From an optimization exercise on the open Yosys and OpenROAD flow, aimed at small area and a short achievable clock period; shortcuts taken in it are not production practice. Function was checked by simulation only, so behaviour that the tests miss may differ from the original.

Setup of indigo:
// HP_Test_Top
module HP_Test_Top (
    input              inPort_clk,
    input      [511:0] inPort_msg,
    output reg [255:0] outPort_hash
);
clock: 22.0 ns
lec_check: 0
abc_area: 1
cap_margin: 40
core_margin: 2
core_utilization: 40
cts_cluster_size: 20
place_density: 0.5
slew_margin: 40
run.sh (not shown) runs the stock make flow with config.mk's settings and CLKGATE_MAP_FILE= SYNTH_SCRIPT=/design/flow/synth_recipe.tcl, a recipe that flattens the netlist after the stock synthesis.
In indigo the implementation completed, yet the final layout does not meet the checks, the culprit being antenna violations.
Input changes introduced in raven (baseline for comparison: indigo):
Settings: a change of PLACE_DENSITY from 0.5 to 0.45; a change of CORE_UTILIZATION from 40 to 35.
## What came out
- The run with more setup slack is raven; indigo has less.
- Going from indigo to raven, half-perimeter wire length of the detailed placement result shrinks by about 3.4%.
- [raven] flow finished | final checks: failed | reasons: antenna violations
- Looking at indigo and raven, the fraction of standard cell area that is sequential is a wash.

Another version of the RTL of HP_Test_Top (not shown whole).
Size: roughly 770 I/O pins, roughly 1.4 mm^2 of cells after synthesis.
==> flow/config.mk <==
export PLATFORM = sky130hd
export DESIGN_NAME = HP_Test_Top
export DESIGN_NICKNAME = HP_Test_Top
export VERILOG_FILES = /design/flow/design.v
export SDC_FILE = /design/flow/constraint.sdc
export NUM_CORES = 8
export LEC_CHECK = 0
export ABC_AREA = 1
export CAP_MARGIN = 20
export CORE_MARGIN = 2
export CORE_UTILIZATION = 50
export PLACE_DENSITY = 0.6
export SLEW_MARGIN = 20
==> flow/constraint.sdc <==
create_clock -name core_clock -period 22.0 [get_ports {inPort_clk}]
set_input_delay 4.4000 -clock core_clock [delete_from_list [all_inputs] [get_ports {inPort_clk}]]
set_output_delay 4.4000 -clock core_clock [all_outputs]
set_load 0.01 [all_outputs]
standard.sh (not shown) runs the stock make flow with config.mk's settings and CLKGATE_MAP_FILE= SYNTH_SCRIPT=/design/flow/synth_recipe.tcl, a recipe that flattens the netlist after the stock synthesis.
==> flow/flow/run.sh <==
#!/bin/bash
set -euo pipefail
cd "$(dirname "$0")/.."
bash standard.sh \
    ADDER_MAP_FILE= \
    SETUP_SLACK_MARGIN=15.5 \
    MATCH_CELL_FOOTPRINT=0 \
    "BUFFER_PORTS_ARGS=-buffer_cell sky130_fd_sc_hd__buf_4" \
    "CTS_ARGS=-sink_clustering_enable -repair_clock_nets -dont_use_dummy_load -sink_clustering_size 25 -sink_clustering_max_diameter 80" \
    finish > flow_make.log 2>&1
The first run ended with an error in global routing.
==> next run, changes <==
==> flow/run.sh (new file) <==
#!/bin/bash
# synth_recipe.tcl (not shown) runs the flow's synth.tcl, then flattens the netlist and writes it again
# the make line also repeats each setting of config.mk as NAME=value (left out here)
make -C /OpenROAD-flow-scripts/flow DESIGN_CONFIG=/design/flow/config.mk WORK_HOME=/design/flow/orfs CLKGATE_MAP_FILE= SYNTH_SCRIPT=/design/flow/synth_recipe.tcl finish
CAP_MARGIN = 40   (was 20)
CORE_UTILIZATION = 35   (was 50)
CTS_CLUSTER_SIZE = 20   (was default)
PLACE_DENSITY = 0.45   (was 0.6)
SLEW_MARGIN = 40   (was 20)
removed: flow/flow/run.sh
removed: flow/standard.sh
=>
- The new run produced a clean layout
- synthesized cell count falls by well over a third
- area after synthesis falls by roughly a tenth
==> next run, changes <==
==> flow/flow/run.sh (new file) <==
#!/bin/bash
set -euo pipefail
cd "$(dirname "$0")/.."
here=$(pwd)
bash standard.sh \
    ADDER_MAP_FILE= \
    SETUP_SLACK_MARGIN=15.5 \
    MATCH_CELL_FOOTPRINT=0 \
    "BUFFER_PORTS_ARGS=-buffer_cell sky130_fd_sc_hd__buf_4" \
    "CTS_ARGS=-sink_clustering_enable -repair_clock_nets -dont_use_dummy_load -sink_clustering_size 25 -sink_clustering_max_diameter 80" \
    MAX_REPAIR_ANTENNAS_ITER_GRT= \
    "POST_GLOBAL_ROUTE_TCL=$here/flow/antenna.tcl" \
    finish > flow_make.log 2>&1
==> flow/flow/antenna.tcl (new file) <==
# Run after global routing in place of the flow's own antenna repair: repair
# with a 20% margin on the antenna ratios, so that detailed routing leaves
# fewer violations to repair (each repair after detailed routing routes the
# design again).
repair_antennas -ratio_margin 20 -iterations 5 -allow_congestion
check_placement -verbose
==> flow/standard.sh (new file) <==
#!/bin/bash
# synth_recipe.tcl (not shown) runs the flow's synth.tcl, then flattens the netlist and writes it again
# the make line also repeats each setting of config.mk as NAME=value (left out here)
make -C /OpenROAD-flow-scripts/flow DESIGN_CONFIG=/design/flow/config.mk WORK_HOME=/design/flow/orfs CLKGATE_MAP_FILE= SYNTH_SCRIPT=/design/flow/synth_recipe.tcl "${@:-finish}"
CAP_MARGIN = 20   (was 40)
CORE_UTILIZATION = 40   (was 35)
CTS_CLUSTER_SIZE = default   (was 20)
PLACE_DENSITY = 0.48   (was 0.45)
SLEW_MARGIN = 20   (was 40)
removed: flow/run.sh
The new run completed, yet does not pass: antenna violations, max-capacitance violations, max-slew violations.
Core utilization is higher by 8.1 points.
Synthesized area increases by 10%.
Final area climbs by 16%.
Sequential share of layout area goes down by 4.1 points.
Final cell count goes up by 59%.

Another version of the RTL of HP_Test_Top (not shown whole).
Size: ~23000 flip-flops, roughly 770 I/O pins, roughly 1400000 sq um of cells after synthesis.
==> flow/config.mk <==
export PLATFORM = sky130hd
export DESIGN_NAME = HP_Test_Top
export DESIGN_NICKNAME = HP_Test_Top
export VERILOG_FILES = /design/flow/design.v
export SDC_FILE = /design/flow/constraint.sdc
export NUM_CORES = 8
export LEC_CHECK = 0
export ABC_AREA = 1
export CAP_MARGIN = 20
export CORE_MARGIN = 2
export CORE_UTILIZATION = 40
export PLACE_DENSITY = 0.48
export SLEW_MARGIN = 20
==> flow/constraint.sdc <==
create_clock -name core_clock -period 22.0 [get_ports {inPort_clk}]
set_input_delay 4.4000 -clock core_clock [delete_from_list [all_inputs] [get_ports {inPort_clk}]]
set_output_delay 4.4000 -clock core_clock [all_outputs]
set_load 0.01 [all_outputs]
==> flow/flow/run.sh <==
#!/bin/bash
set -euo pipefail
cd "$(dirname "$0")/.."
bash standard.sh \
    ADDER_MAP_FILE= \
    SETUP_SLACK_MARGIN=15.5 \
    MATCH_CELL_FOOTPRINT=0 \
    "BUFFER_PORTS_ARGS=-buffer_cell sky130_fd_sc_hd__buf_4" \
    "CTS_ARGS=-sink_clustering_enable -repair_clock_nets -dont_use_dummy_load -sink_clustering_size 25 -sink_clustering_max_diameter 80" \
    finish > flow_make.log 2>&1
The baseline stopped in global routing on GRT-0116.
Change:
--- a/flow/config.mk
+++ b/flow/config.mk
@@ -9,0 +10 @@
+export CELL_PAD_IN_SITES_DETAIL_PLACEMENT = 1
@@ -11,2 +12,2 @@
-export CORE_UTILIZATION = 40
-export PLACE_DENSITY = 0.48
+export CORE_UTILIZATION = 43
+export PLACE_DENSITY = 0.52
=>
- The new run never finished: it broke off in global routing
- synthesized cell count is unchanged
- area after synthesis is unchanged

==> port drivers added, routing unchanged <==
The results above use ideal ports. As a check the final layouts listed here were re-extracted and re-timed, cells and wires unchanged.
Step 1 sets driving cells, clkbuf_16 on the clock port and buf_2 on the other inputs (assumed; they add their load-dependent delay and slew).
Step 2 times the ports against the registers' clock, not the clock port: input delays grow and output delays shrink by t, the midpoint of the rising clock arrivals with the driver on.
Slacks: ideal / step 1 / step 2; pairs: ideal / step 1.
| run | t (ns) | setup slack, ns | worst setup path at the end |
|---|---|---|---|
| indigo | 2.075 | 11.398 / 11.398 / 11.398 | register to register |
| raven | 1.996 | 11.868 / 11.868 / 11.868 | register to register |
| the second run of note 2 | 1.996 | 10.369 / 10.369 / 10.369 | register to register |
| the third run of note 2 | 2.122 | 14.409 / 14.409 / 14.409 | register to register |
